Context: an optimization exercise on an open-source flow, tuned for small area. The choices shown serve that exercise and are no tape-out recipe. Only simulation tests tie the RTL to the original design; equivalence was not proved. No activity file was given, so power comes from the tool's default toggle rates.

old:
## proc
module proc(
  input         clk,
  input         reset,
  input         enable_pc_external,
  output [15:0] imem_addr,
  input  [15:0] imem_data,
  output        rf_we,
  output [2:0]  rf_waddr,
  output [15:0] rf_wdata,
  output        st_valid,
  output [15:0] st_addr,
  output [15:0] st_data
);
Size: about 2200 cells after synthesis, ~21000 sq um of cells after synthesis.
==> flow/config.mk <==
export PLATFORM = sky130hd
export DESIGN_NAME = proc
export DESIGN_NICKNAME = proc
export VERILOG_FILES = /design/flow/design.v
export SDC_FILE = /design/flow/constraint.sdc
export NUM_CORES = 4
export LEC_CHECK = 0
export CAP_MARGIN = 20
export CORE_MARGIN = 2
export CORE_UTILIZATION = 40
export SLEW_MARGIN = 20
==> flow/constraint.sdc <==
create_clock -name core_clock -period 10.0 [get_ports {clk}]
set_input_delay 2.0000 -clock core_clock [delete_from_list [all_inputs] [get_ports {clk}]]
set_output_delay 2.0000 -clock core_clock [all_outputs]
set_load 0.01 [all_outputs]
standard.sh (not shown) runs the stock make flow with config.mk's settings and CLKGATE_MAP_FILE= SYNTH_SCRIPT=/design/flow/synth_recipe.tcl, a recipe that flattens the netlist after the stock synthesis.
==> flow/flow/run.sh <==
#!/bin/bash
# Own layout flow. It runs the standard flow (standard.sh) with these
# changes:
#  1. after the standard synthesis, the combinational logic is re-mapped by
#     ABC with an area-oriented script (flow/resyn.ys, flow/area.abc); the
#     flip-flops are untouched black boxes, so register names and cell types
#     stay those of the standard synthesis;
#  2. ports are buffered with buf_1;
#  3. clock tree synthesis inserts no dummy loads.
# Each tool's output goes to a log file of its own in this folder.
set -euo pipefail
W=$(pwd)
R=$W/orfs/results/sky130hd/proc/base
LIB=$FLOW_HOME/platforms/sky130hd/lib/sky130_fd_sc_hd__tt_025C_1v80.lib
YOSYS=$FLOW_HOME/../tools/install/yosys/bin/yosys
export BUFFER_PORTS_ARGS="-buffer_cell sky130_fd_sc_hd__buf_1"
export CTS_ARGS="-sink_clustering_enable -repair_clock_nets -dont_use_dummy_load"

bash standard.sh synth > log_1_synth.txt 2>&1
cp $R/1_2_yosys.v $R/1_2_yosys_std.v
python3 flow/genmodels.py $LIB comb_models.v > log_genmodels.txt 2>&1
sed -e "s#LIBFILE#$LIB#g" -e "s#RESULTS#$R#g" flow/resyn.ys > resyn.ys
$YOSYS -s resyn.ys > log_resyn_yosys.txt 2>&1
rm -f $R/1_synth.odb $R/1_synth.sdc
bash standard.sh synth > log_1b_synth_odb.txt 2>&1
bash standard.sh > log_2_layout.txt 2>&1
Other scripts of this flow, unchanged in this note and not shown: flow/flow/area.abc, flow/flow/genmodels.py, flow/flow/resyn.ys
--- input diff old..new ---
- PLACE_DENSITY: unset -> 0.65
- CORE_UTILIZATION: 40 -> 55
--- a/flow/flow/run.sh
+++ b/flow/flow/run.sh
@@ -7,5 +7,5 @@
 #     stay those of the standard synthesis;
 #  2. ports are buffered with buf_1;
-#  3. clock tree synthesis inserts no dummy loads.
+#  3. clock tree synthesis inserts no dummy loads and uses clkbuf_4 buffers.
 # Each tool's output goes to a log file of its own in this folder.
 set -euo pipefail
@@ -15,5 +15,5 @@
 YOSYS=$FLOW_HOME/../tools/install/yosys/bin/yosys
 export BUFFER_PORTS_ARGS="-buffer_cell sky130_fd_sc_hd__buf_1"
-export CTS_ARGS="-sink_clustering_enable -repair_clock_nets -dont_use_dummy_load"
+export CTS_ARGS="-sink_clustering_enable -repair_clock_nets -dont_use_dummy_load -buf_list sky130_fd_sc_hd__clkbuf_4"
 
 bash standard.sh synth > log_1_synth.txt 2>&1
--- outcome ---
Re number of clock buffers in the layout: new is 140% up on old.
When the final numbers for old and new were put side by side, the wire length after detailed routing turned out to be smaller in new.
Diff new..old | synthesized cell count | unchanged
Between new and old, it is new whose final cell count without fillers is lower, by 98.
[compare] base=old new=new: met3 usage in global routing climbed 2.0 points; final area dropped 2.3%; worst setup slack dropped 0.14 ns.
The lower switching share of power of old and new is in old.
Portion of the clock cycle consumed by the worst path in the final layout up 1.4 points in new wrt old

-- afterwards: timing with drivers on the ports --
Ports are ideal in the flow. The routed layouts listed here were re-timed in OpenROAD. Step 1 sets driving cells, clkbuf_16 on the clock port and buf_2 on the other inputs (assumed; they add their load-dependent delay and slew). Step 2 times the ports against the registers' clock, not the clock port: input delays grow and output delays shrink by t, the midpoint of the rising clock arrivals with the driver on. Slacks: ideal / step 1 / step 2; pairs: ideal / step 1.
run | shift t [ns] | setup WS [ns] | worst hold slack (ns) | worst data-port slew with drivers (ns) | cell pins on the clock port's net
old | 0.649 | 0.728 / 0.728 / 0.728 | 0.324 / 0.324 / 0.324 | 0.04 | 1
new | 0.930 | 0.589 / 0.589 / 0.589 | 0.293 / 0.293 / 0.293 | 0.03 | 1
After both steps every run listed still meets setup and hold.
